What follows belongs to an exercise in optimizing a design on an open flow for small area and a short achievable clock period; a production flow would make more cautious choices. In this exercise RTL edits were held to simulation tests only and were not proved equivalent to the original. No activity file was given, so power comes from the tool's default toggle rates.

==> inputs of job 7771 <==
// mipscore
module mipscore(
	input       [32-1:0]         rom_data_i,
	output      [32-1:0]     rom_addr_o,
	output                                  rom_ce_o,
    output [32-1:0]          mem_addr_o,
	output                                  mem_we_o,
	output [3:0]				            mem_sel_o,
	output [32-1:0]                  mem_data_o,
	output                                  mem_ce_o,
	input  [32-1:0]                  mem_data_i,
	input [5:0]                             int_i,
    output                                  timer_int_o,
	input	                                clk,
    input                                   rst_n
);
export LEC_CHECK = 0
export ABC_AREA = 1
export CAP_MARGIN = 20
export CELL_PAD_IN_SITES_DETAIL_PLACEMENT = 1
export CELL_PAD_IN_SITES_GLOBAL_PLACEMENT = 2
export CORE_MARGIN = 2
export CORE_UTILIZATION = 55
export PLACE_DENSITY = 0.65
export SLEW_MARGIN = 20
create_clock -name core_clock -period 20.0 [get_ports {clk}]
run.sh (not shown) runs the stock make flow with config.mk's settings and CLKGATE_MAP_FILE= SYNTH_SCRIPT=/design/flow/synth_recipe.tcl, a recipe that flattens the netlist after the stock synthesis.
==> job 153 (differences from job 7771) <==
--- a/flow/config.mk
+++ b/flow/config.mk
@@ -10,6 +10,6 @@
 export CELL_PAD_IN_SITES_DETAIL_PLACEMENT = 1
 export CELL_PAD_IN_SITES_GLOBAL_PLACEMENT = 2
 export CORE_MARGIN = 2
-export CORE_UTILIZATION = 55
-export PLACE_DENSITY = 0.65
+export CORE_UTILIZATION = 30
+export PLACE_DENSITY = 0.45
 export SLEW_MARGIN = 20
==> key figures <==
Status
  – Status: finished clean

Floorplan
  – Initial core utilization: 30.2%
  – Row cnt: 253
  – Die width: 695 um
  – Die height: 695 um

Finish
  – Inverters: 2092

Setup path
  – Crit path to: rom_addr_o[29]

Power
  – P_int: 15.3 mW
# the run above: job 153

==> key figures <==
Status
  – Status: did not finish
  – Fail Step: global placement without I/O (3_1_place_gp_skip_io)
  – Error msg: [ERROR GPL-0301] Utilization 101.623 % exceeds 100%.

Floorplan
  – Initial core utilization: 55.3%
  – Die height: 515 um
# the run above: job 7771


==> build 65 <==
mipscore, a different RTL version from the one above (not shown whole).
Settings: LEC_CHECK=0, ABC_AREA=1, CAP_MARGIN=20, CELL_PAD_IN_SITES_DETAIL_PLACEMENT=1, CELL_PAD_IN_SITES_GLOBAL_PLACEMENT=2, CORE_MARGIN=2, CORE_UTILIZATION=30, PLACE_DENSITY=0.45, SLEW_MARGIN=20; clock period 20.0 ns.
standard.sh (not shown) runs the stock make flow with config.mk's settings and CLKGATE_MAP_FILE= SYNTH_SCRIPT=/design/flow/synth_recipe.tcl, a recipe that flattens the netlist after the stock synthesis.
==> flow/flow/run.sh <==
#!/bin/bash
# Own flow: the standard layout (standard.sh, unchanged synthesis and steps),
# with the resizer's setup repair aiming for a margin below the clock period
# so that it sizes and buffers the longest paths instead of stopping at 20 ns.
set -euo pipefail
bash standard.sh SETUP_SLACK_MARGIN=9 TNS_END_PERCENT=5 finish > standard_flow.log 2>&1
==> build 92 (differences from build 65) <==
--- a/flow/design.v
+++ b/flow/design.v
@@ -180,16 +180,18 @@
 	input  wire								     wehi,
 	input  wire[32-1:0]				     wdatahi,
 	input  wire								     welo,
 	input  wire[32-1:0]				     wdatalo,
 	input  wire								     rehi,
 	output wire[32-1:0]                  rdatahi,
 	input  wire								     relo,
 	output wire[32-1:0]                  rdatalo,
+	output wire[32-1:0]                  hi_o,
+	output wire[32-1:0]                  lo_o,
     input	wire					             clk,
 	input   wire					             rst_n
 );
 reg[32-1:0]  reghi;
 reg[32-1:0]  reglo;
 always@(posedge clk or negedge rst_n)
 begin
     if(rst_n == 1'b0)
@@ -199,16 +201,18 @@
 end
 always@(posedge clk)
 begin
     if(rst_n == 1'b0)
         reglo <=  'b0;
     else if(welo)
         reglo <=  wdatalo;
 end
+assign hi_o = reghi;
+assign lo_o = reglo;
 assign rdatahi = {32{rehi}}&reghi;
 assign rdatalo = {32{relo}}&reglo;
 endmodule
 module regLLbit(
 	input  								     weLLbit,
 	input                  				     wdataLLbit,
 	input  							         reLLbit,
 	output                                   rdataLLbit,
@@ -471,17 +475,18 @@
 wire [32-1:0] count_next = compare_ena?1'b0:
                                     count_ena?data_i:count_o+1'b1;
 gnrl_dfflr #(32)    count_dfflr (1'b1, count_next, count_o, clk, rst_n);
 wire status_ena = we_i&(waddr_i==5'b01100);
 wire [32-1:0] status_next = ({32{status_ena}}&data_i)
                                     |({32{exception_en&(excepttype_i != 32'h0000000e)}}&(status_o|32'h0000_0002))
                                     |({32{exception_en&(excepttype_i == 32'h0000000e)}}&(status_o&32'hFFFF_FFFD))
                                     ;
-gnrl_dfflrd #(32)   status_dfflr (status_ena|exception_en, status_next, status_o, 32'b00010000000000000000000000000000, clk, rst_n);
+gnrl_dfflrs #(1)           status28_dfflr (status_ena|exception_en, status_next[28], status_o[28], clk, rst_n);
+gnrl_dfflr #(31)           status_dfflr (status_ena|exception_en, {status_next[31:29], status_next[27:0]}, {status_o[31:29], status_o[27:0]}, clk, rst_n);
 wire cause_ena = we_i&(waddr_i==5'b01101);
 wire [32-1:0] cause_next = ({32{cause_ena}}&{cause_o[32-1:24],data_i[23:22],cause_o[21:10], data_i[9:8],cause_o[7:0]})
                                     |{cause_o[32-1:16],int_i, cause_o[9:0]}
                                     |({32{exception_en&is_interrupt}}&{is_slot, cause_o[30:7], 5'b00000,cause_o[1:0]})
                                     |({32{exception_en&is_exception&(excepttype_i != 32'h0000000e)}}&{(status_o[1] == 1'b0)?is_slot:cause_o[31], cause_o[30:7], excepttype_i[4:0],cause_o[1:0]})
                                     ;
 wire [15:0] cause_r;
 gnrl_dfflr #(16)    cause_dfflr (1'b1, {cause_next[31], cause_next[23:22], cause_next[15:8], cause_next[6:2]}, cause_r, clk, rst_n);
@@ -491,18 +496,18 @@
 wire epc_exception = exception_en&is_exception&(status_o[1] == 1'b0)&(excepttype_i != 32'h0000000e);
 wire epc_ena = epc_we|epc_int|epc_exception;
 wire [32-1:0] epc_next = (
                                 ({32{epc_we}}&data_i)
                                 |({32{epc_int}}&pc_next)
                                 |({32{epc_exception}}&pc_next)
                                 );
 gnrl_dfflr #(32)    epc_dfflr (epc_ena, epc_next, epc_o, clk, rst_n);
-gnrl_dfflrd #(32)   config_dfflr (1'b0, data_i, config_o, 32'b00000000000000001000000000000000, clk, rst_n);
-gnrl_dfflrd #(32)   prid_dfflr (1'b0, data_i, prid_o, 32'b00000000010011000000000100000010, clk, rst_n);
+assign config_o = 32'b00000000000000001000000000000000;
+assign prid_o = 32'b00000000010011000000000100000010;
 wire timer_int_condition = (compare_o != 32'h00000000 && count_o == compare_o);
 wire timer_int_cancel_condition = compare_ena; 
 wire timer_int_ena = timer_int_cancel_condition|timer_int_condition;
 wire timer_int_next = (~timer_int_cancel_condition)|timer_int_condition;
 gnrl_dfflr #(1)    timer_int_dfflr (timer_int_ena, timer_int_next, timer_int_o, clk, rst_n);
 assign data_o = {32{rd_i}}&(
                                     ({32{(raddr_i==5'b01001)}}&count_o)
                                     |({32{(raddr_i==5'b01011)}}&compare_o)
@@ -5430,16 +5435,18 @@
 wire reg1_read;
 wire reg2_read;
 wire[32-1:0] reg1_data;
 wire[32-1:0] reg2_data;
 wire[5-1:0] reg1_addr;
 wire[5-1:0] reg2_addr;
 wire						 rehi;
 wire[32-1:0]         rdatahi;
+wire[32-1:0]         hilo_hi;
+wire[32-1:0]         hilo_lo;
 wire						 relo;
 wire[32-1:0]         rdatalo;
 wire                        reLLbit;
 wire                        rdataLLbit;
 wire                        cp0_read;     
 wire [5-1:0] cp0_addr;
 wire [32-1:0]        cp0_data;
 wire                        oitfrd_match_disprs1;
@@ -5554,16 +5561,18 @@
 );
 reghilo u_reghilo(
 	.wehi(wb_wreg_hi_i),
 	.wdatahi(wb_wdata_hi_i),
 	.welo(wb_wreg_lo_i),
 	.wdatalo(wb_wdata_lo_i),
 	.rehi(rehi),
 	.rdatahi(rdatahi),
+	.hi_o(hilo_hi),
+	.lo_o(hilo_lo),
 	.relo(relo),
 	.rdatalo(rdatalo),
     .clk(clk),
 	.rst_n(rst_n)
 );
 oitfhi u_oitfhi(
     .wreg(id_wreg_hi_o),
     .wreg_wb(wb_wreg_hi_i),
@@ -5810,18 +5819,18 @@
 		.aluop_i(ex_aluop_i),
 		.alusel_i(ex_alusel_i),
 		.reg1_i(ex_reg1_i),
 		.reg2_i(ex_reg2_i),
 		.wd_i(ex_wd_i),
 		.wreg_i(ex_wreg_i),
         .wreg_hi_i(ex_wreg_hi_i),
         .wreg_lo_i(ex_wreg_lo_i),
-        .reghi_i(ex_reg_hi_i),
-        .reglo_i(ex_reg_lo_i),
+        .reghi_i(hilo_hi),
+        .reglo_i(hilo_lo),
         .wreg_LLbit_i(ex_wreg_LLbit_i),
 	    .regLLbit_i(ex_regLLbit_i),
 	    .wd_cp0_i(ex_wd_cp0),
 	    .wreg_cp0_i(ex_wreg_cp0),        
 	    .pc_i(ex_pc_o),
 	    .pc_flush_i(ex_pc_flush),
 	    .offset_i(ex_offset),
 		.wd_o(ex_wd_o),
==> flow/flow/run.sh (replaced) <==
#!/bin/bash
# Own flow: the standard layout (standard.sh: unchanged synthesis and steps), with
#  - the resizer's setup repair aiming for a margin below the clock period, so that it
#    sizes and buffers the longest paths instead of stopping once 20 ns is met, and
#    free to resize cells to any footprint;
#  - every input and output port still buffered, with buf_4 instead of a delay buffer;
#  - the instruction-word input pins placed next to rom_ce_o, which is combinational in
#    them, and the fetch-address output pins kept together.
set -euo pipefail
bash standard.sh SETUP_SLACK_MARGIN=10 TNS_END_PERCENT=5 MATCH_CELL_FOOTPRINT=0 \
  "BUFFER_PORTS_ARGS=-inputs -outputs -buffer_cell sky130_fd_sc_hd__buf_4" \
  "PLACE_PINS_ARGS=-group_pins {rom_ce_o rom_data_i[0] rom_data_i[1] rom_data_i[2] rom_data_i[3] rom_data_i[4] rom_data_i[5] rom_data_i[6] rom_data_i[7] rom_data_i[8] rom_data_i[9] rom_data_i[10] rom_data_i[11] rom_data_i[12] rom_data_i[13] rom_data_i[14] rom_data_i[15] rom_data_i[16] rom_data_i[17] rom_data_i[18] rom_data_i[19] rom_data_i[20] rom_data_i[21] rom_data_i[22] rom_data_i[23] rom_data_i[24] rom_data_i[25] rom_data_i[26] rom_data_i[27] rom_data_i[28] rom_data_i[29] rom_data_i[30] rom_data_i[31]} -group_pins {rom_addr_o[0] rom_addr_o[1] rom_addr_o[2] rom_addr_o[3] rom_addr_o[4] rom_addr_o[5] rom_addr_o[6] rom_addr_o[7] rom_addr_o[8] rom_addr_o[9] rom_addr_o[10] rom_addr_o[11] rom_addr_o[12] rom_addr_o[13] rom_addr_o[14] rom_addr_o[15] rom_addr_o[16] rom_addr_o[17] rom_addr_o[18] rom_addr_o[19] rom_addr_o[20] rom_addr_o[21] rom_addr_o[22] rom_addr_o[23] rom_addr_o[24] rom_addr_o[25] rom_addr_o[26] rom_addr_o[27] rom_addr_o[28] rom_addr_o[29] rom_addr_o[30] rom_addr_o[31]}" \
  finish > standard_flow.log 2>&1
==> trial 21 (differences from build 65) <==
--- a/flow/design.v
+++ b/flow/design.v
@@ -180,16 +180,18 @@
 	input  wire								     wehi,
 	input  wire[32-1:0]				     wdatahi,
 	input  wire								     welo,
 	input  wire[32-1:0]				     wdatalo,
 	input  wire								     rehi,
 	output wire[32-1:0]                  rdatahi,
 	input  wire								     relo,
 	output wire[32-1:0]                  rdatalo,
+	output wire[32-1:0]                  hi_o,
+	output wire[32-1:0]                  lo_o,
     input	wire					             clk,
 	input   wire					             rst_n
 );
 reg[32-1:0]  reghi;
 reg[32-1:0]  reglo;
 always@(posedge clk or negedge rst_n)
 begin
     if(rst_n == 1'b0)
@@ -199,16 +201,18 @@
 end
 always@(posedge clk)
 begin
     if(rst_n == 1'b0)
         reglo <=  'b0;
     else if(welo)
         reglo <=  wdatalo;
 end
+assign hi_o = reghi;
+assign lo_o = reglo;
 assign rdatahi = {32{rehi}}&reghi;
 assign rdatalo = {32{relo}}&reglo;
 endmodule
 module regLLbit(
 	input  								     weLLbit,
 	input                  				     wdataLLbit,
 	input  							         reLLbit,
 	output                                   rdataLLbit,
@@ -471,17 +475,18 @@
 wire [32-1:0] count_next = compare_ena?1'b0:
                                     count_ena?data_i:count_o+1'b1;
 gnrl_dfflr #(32)    count_dfflr (1'b1, count_next, count_o, clk, rst_n);
 wire status_ena = we_i&(waddr_i==5'b01100);
 wire [32-1:0] status_next = ({32{status_ena}}&data_i)
                                     |({32{exception_en&(excepttype_i != 32'h0000000e)}}&(status_o|32'h0000_0002))
                                     |({32{exception_en&(excepttype_i == 32'h0000000e)}}&(status_o&32'hFFFF_FFFD))
                                     ;
-gnrl_dfflrd #(32)   status_dfflr (status_ena|exception_en, status_next, status_o, 32'b00010000000000000000000000000000, clk, rst_n);
+gnrl_dfflrs #(1)           status28_dfflr (status_ena|exception_en, status_next[28], status_o[28], clk, rst_n);
+gnrl_dfflr #(31)           status_dfflr (status_ena|exception_en, {status_next[31:29], status_next[27:0]}, {status_o[31:29], status_o[27:0]}, clk, rst_n);
 wire cause_ena = we_i&(waddr_i==5'b01101);
 wire [32-1:0] cause_next = ({32{cause_ena}}&{cause_o[32-1:24],data_i[23:22],cause_o[21:10], data_i[9:8],cause_o[7:0]})
                                     |{cause_o[32-1:16],int_i, cause_o[9:0]}
                                     |({32{exception_en&is_interrupt}}&{is_slot, cause_o[30:7], 5'b00000,cause_o[1:0]})
                                     |({32{exception_en&is_exception&(excepttype_i != 32'h0000000e)}}&{(status_o[1] == 1'b0)?is_slot:cause_o[31], cause_o[30:7], excepttype_i[4:0],cause_o[1:0]})
                                     ;
 wire [15:0] cause_r;
 gnrl_dfflr #(16)    cause_dfflr (1'b1, {cause_next[31], cause_next[23:22], cause_next[15:8], cause_next[6:2]}, cause_r, clk, rst_n);
@@ -491,18 +496,18 @@
 wire epc_exception = exception_en&is_exception&(status_o[1] == 1'b0)&(excepttype_i != 32'h0000000e);
 wire epc_ena = epc_we|epc_int|epc_exception;
 wire [32-1:0] epc_next = (
                                 ({32{epc_we}}&data_i)
                                 |({32{epc_int}}&pc_next)
                                 |({32{epc_exception}}&pc_next)
                                 );
 gnrl_dfflr #(32)    epc_dfflr (epc_ena, epc_next, epc_o, clk, rst_n);
-gnrl_dfflrd #(32)   config_dfflr (1'b0, data_i, config_o, 32'b00000000000000001000000000000000, clk, rst_n);
-gnrl_dfflrd #(32)   prid_dfflr (1'b0, data_i, prid_o, 32'b00000000010011000000000100000010, clk, rst_n);
+assign config_o = 32'b00000000000000001000000000000000;
+assign prid_o = 32'b00000000010011000000000100000010;
 wire timer_int_condition = (compare_o != 32'h00000000 && count_o == compare_o);
 wire timer_int_cancel_condition = compare_ena; 
 wire timer_int_ena = timer_int_cancel_condition|timer_int_condition;
 wire timer_int_next = (~timer_int_cancel_condition)|timer_int_condition;
 gnrl_dfflr #(1)    timer_int_dfflr (timer_int_ena, timer_int_next, timer_int_o, clk, rst_n);
 assign data_o = {32{rd_i}}&(
                                     ({32{(raddr_i==5'b01001)}}&count_o)
                                     |({32{(raddr_i==5'b01011)}}&compare_o)
@@ -5163,19 +5168,19 @@
 	output                                mem_ce_o,
 	input  [32-1:0]                mem_data_i,
     input 								  clk,
     input   							  rst_n
 );
 wire [8-1:0]            last_aluop_i;
 wire [32-1:0]         last_ex_addr_i;
 wire [32-1:0]                 last_reg2_i;
-gnrl_dfflr #(8) aluop_dffr (1'b1,aluop_i, last_aluop_i, clk, rst_n);
-gnrl_dfflr #(32) ex_addr_dffr (1'b1,ex_addr_i, last_ex_addr_i, clk, rst_n);
-gnrl_dfflr #(32) reg2_dffr (1'b1,reg2_i, last_reg2_i, clk, rst_n);
+gnrl_dffl #(8) aluop_dffr (1'b1,aluop_i, last_aluop_i, clk);
+gnrl_dffl #(32) ex_addr_dffr (1'b1,ex_addr_i, last_ex_addr_i, clk);
+gnrl_dffl #(32) reg2_dffr (1'b1,reg2_i, last_reg2_i, clk);
 wire is_lb = aluop_i == 8'b00100000;
 wire is_lbu = aluop_i == 8'b00100100;
 wire is_lh = aluop_i == 8'b00100001;
 wire is_lhu = aluop_i == 8'b00100101;
 wire is_lw = aluop_i == 8'b00100011;
 wire is_lwl = aluop_i == 8'b00100010;
 wire is_lwr = aluop_i == 8'b00100110;
 wire is_ll = aluop_i == 8'b00110000;
@@ -5306,17 +5311,17 @@
     input 										clk,
 	input 										rst_n
 );
 wire mem_wb_en;
 assign mem_wb_en = (~pause[4]);
 wire rst_clear_n = ~is_exception;
 wire [32-1:0]	       mem_pc_last;
 wire is_new_pc = (mem_pc!=mem_pc_last)&(~ex_to_pausereq);
-gnrl_dfflr #(32)             pc_dfflr ((~ex_to_pausereq), mem_pc, mem_pc_last, clk, rst_n);
+gnrl_dffl #(32)              pc_dfflr ((~ex_to_pausereq), mem_pc, mem_pc_last, clk);
 gnrl_dffl #(5)       wd_dfflr (mem_wb_en, mem_wd, wb_wd, clk);
 wire wb_wreg_r;
 assign wb_wreg = wb_wreg_r; 
 gnrl_dfflr #(1)                     wreg_dfflr (mem_wb_en, mem_wreg, wb_wreg_r, clk, rst_n);
 wire [64-1:0] wb_wsum_s;
 wire [64-1:0] wb_wsum_c;
 gnrl_dffl #(64)        wsum_s_dfflr (mem_wb_en, mem_wsum_s, wb_wsum_s, clk);
 gnrl_dffl #(64)        wsum_c_dfflr (mem_wb_en, mem_wsum_c, wb_wsum_c, clk);
@@ -5430,16 +5435,18 @@
 wire reg1_read;
 wire reg2_read;
 wire[32-1:0] reg1_data;
 wire[32-1:0] reg2_data;
 wire[5-1:0] reg1_addr;
 wire[5-1:0] reg2_addr;
 wire						 rehi;
 wire[32-1:0]         rdatahi;
+wire[32-1:0]         hilo_hi;
+wire[32-1:0]         hilo_lo;
 wire						 relo;
 wire[32-1:0]         rdatalo;
 wire                        reLLbit;
 wire                        rdataLLbit;
 wire                        cp0_read;     
 wire [5-1:0] cp0_addr;
 wire [32-1:0]        cp0_data;
 wire                        oitfrd_match_disprs1;
@@ -5554,16 +5561,18 @@
 );
 reghilo u_reghilo(
 	.wehi(wb_wreg_hi_i),
 	.wdatahi(wb_wdata_hi_i),
 	.welo(wb_wreg_lo_i),
 	.wdatalo(wb_wdata_lo_i),
 	.rehi(rehi),
 	.rdatahi(rdatahi),
+	.hi_o(hilo_hi),
+	.lo_o(hilo_lo),
 	.relo(relo),
 	.rdatalo(rdatalo),
     .clk(clk),
 	.rst_n(rst_n)
 );
 oitfhi u_oitfhi(
     .wreg(id_wreg_hi_o),
     .wreg_wb(wb_wreg_hi_i),
@@ -5810,18 +5819,18 @@
 		.aluop_i(ex_aluop_i),
 		.alusel_i(ex_alusel_i),
 		.reg1_i(ex_reg1_i),
 		.reg2_i(ex_reg2_i),
 		.wd_i(ex_wd_i),
 		.wreg_i(ex_wreg_i),
         .wreg_hi_i(ex_wreg_hi_i),
         .wreg_lo_i(ex_wreg_lo_i),
-        .reghi_i(ex_reg_hi_i),
-        .reglo_i(ex_reg_lo_i),
+        .reghi_i(hilo_hi),
+        .reglo_i(hilo_lo),
         .wreg_LLbit_i(ex_wreg_LLbit_i),
 	    .regLLbit_i(ex_regLLbit_i),
 	    .wd_cp0_i(ex_wd_cp0),
 	    .wreg_cp0_i(ex_wreg_cp0),        
 	    .pc_i(ex_pc_o),
 	    .pc_flush_i(ex_pc_flush),
 	    .offset_i(ex_offset),
 		.wd_o(ex_wd_o),
==> flow/flow/run.sh (replaced) <==
#!/bin/bash
# Own flow: the standard layout (standard.sh: unchanged synthesis and steps), with
#  - the resizer's setup repair aiming for a margin below the clock period, so that it
#    sizes and buffers the longest paths instead of stopping once 20 ns is met, and
#    free to resize cells to any footprint;
#  - every input and output port still buffered, with buf_4 instead of a delay buffer;
#  - the instruction-word input pins placed next to rom_ce_o, which is combinational in
#    them, and the fetch-address output pins kept together.
set -euo pipefail
bash standard.sh SETUP_SLACK_MARGIN=10 TNS_END_PERCENT=5 MATCH_CELL_FOOTPRINT=0 \
  "BUFFER_PORTS_ARGS=-inputs -outputs -buffer_cell sky130_fd_sc_hd__buf_4" \
  "PLACE_PINS_ARGS=-group_pins {rom_ce_o rom_data_i[0] rom_data_i[1] rom_data_i[2] rom_data_i[3] rom_data_i[4] rom_data_i[5] rom_data_i[6] rom_data_i[7] rom_data_i[8] rom_data_i[9] rom_data_i[10] rom_data_i[11] rom_data_i[12] rom_data_i[13] rom_data_i[14] rom_data_i[15] rom_data_i[16] rom_data_i[17] rom_data_i[18] rom_data_i[19] rom_data_i[20] rom_data_i[21] rom_data_i[22] rom_data_i[23] rom_data_i[24] rom_data_i[25] rom_data_i[26] rom_data_i[27] rom_data_i[28] rom_data_i[29] rom_data_i[30] rom_data_i[31]} -group_pins {rom_addr_o[0] rom_addr_o[1] rom_addr_o[2] rom_addr_o[3] rom_addr_o[4] rom_addr_o[5] rom_addr_o[6] rom_addr_o[7] rom_addr_o[8] rom_addr_o[9] rom_addr_o[10] rom_addr_o[11] rom_addr_o[12] rom_addr_o[13] rom_addr_o[14] rom_addr_o[15] rom_addr_o[16] rom_addr_o[17] rom_addr_o[18] rom_addr_o[19] rom_addr_o[20] rom_addr_o[21] rom_addr_o[22] rom_addr_o[23] rom_addr_o[24] rom_addr_o[25] rom_addr_o[26] rom_addr_o[27] rom_addr_o[28] rom_addr_o[29] rom_addr_o[30] rom_addr_o[31]}" \
  finish > standard_flow.log 2>&1
==> run summary <==
	trial 21	build 65	build 92
Switching fraction of total power	48.9%	48.5%	47.5%
CP max stage delay	0.28 ns	0.55 ns	0.32 ns
Cells resized by post-CTS repair	28	53	100
Setup WS post-layout	9.96 ns	8.97 ns	9.97 ns
Multi-input gate share of the layout cell area	46.7%	46.1%	46.5%
Vias in the first global route	136,000	137,000	135,000
Share of the synthesized area in the top cell type	24.8%	23.6%	24.1%
Number of cells in the finished layout apart from fillers	22,600	22,700	22,500
Global-route wire length before repair	1,230,000 um	1,260,000 um	1,220,000 um
Clock group share of total power	19.4%	20.4%	21.3%
Count of flip-flops with a built-in enable after synthesis	1,108	1,076	1,076
Count of buffers not belonging to the clock network in the layout	825	878	820
Number of cell rows	245	247	245
Internal power of the cells	12.6 mW	11.8 mW	11.3 mW
Multi-input gates	11,200	11,100	11,000
Setup slack at placement	8.53 ns	7.96 ns	8.65 ns
Area used by multi-input combinational logic	72,000 um2	72,600 um2	71,700 um2
Destination of the worst hold path	u_mem_wb.wd_cp0_dfflr.qout_r[0]	u_cp0_reg.cause_dfflr.qout_r[4]	u_mem_wb.wd_cp0_dfflr.qout_r[1]
Largest net degree at the start of global routing	137	133	89
Filler Cell Count	52,200	52,700	52,200
Avg Cell Area, Syn	8.26 um2	8.37 um2	8.28 um2
Clock Skews	0.176 ns	0.143 ns	0.152 ns
Placed instance count	22,000	22,200	22,000
Outcome	no timing/DRC/antenna violations	no timing/DRC/antenna violations	no timing/DRC/antenna violations

## re-timing with driven ports
The results above use ideal ports. As a check the final layouts listed here were re-extracted and re-timed, cells and wires unchanged.
Step 1 (the two cells are an assumption about what drives the block):
set clk [get_ports {clk}]
set_driving_cell -lib_cell sky130_fd_sc_hd__clkbuf_16 $clk
set_driving_cell -lib_cell sky130_fd_sc_hd__buf_2 [delete_from_list [all_inputs] $clk]
Step 2 times the ports against the registers' clock, not the clock port: input delays grow and output delays shrink by t, the midpoint of the rising clock arrivals with the driver on.
a / b / c = ideal ports / drivers / drivers and shift; a / b = the first two.
run | t (ns) | setup WS [ns] | latest minus earliest clock arrival (ns)
job 153 | 1.081 | 5.821 / 5.685 / 6.172 | 0.113 / 0.113
build 65 | 1.121 | 8.967 / 8.794 / 8.794 | 0.173 / 0.173
build 92 | 1.079 | 9.973 / 9.723 / 9.723 | 0.173 / 0.173
trial 21 | 1.099 | 9.956 / 9.908 / 9.908 | 0.180 / 0.181
After both steps setup and hold are still met in every run listed. For build 92, which loses most, drivers alone change the setup slack by -0.250 ns; drivers and shift together by -0.250 ns.
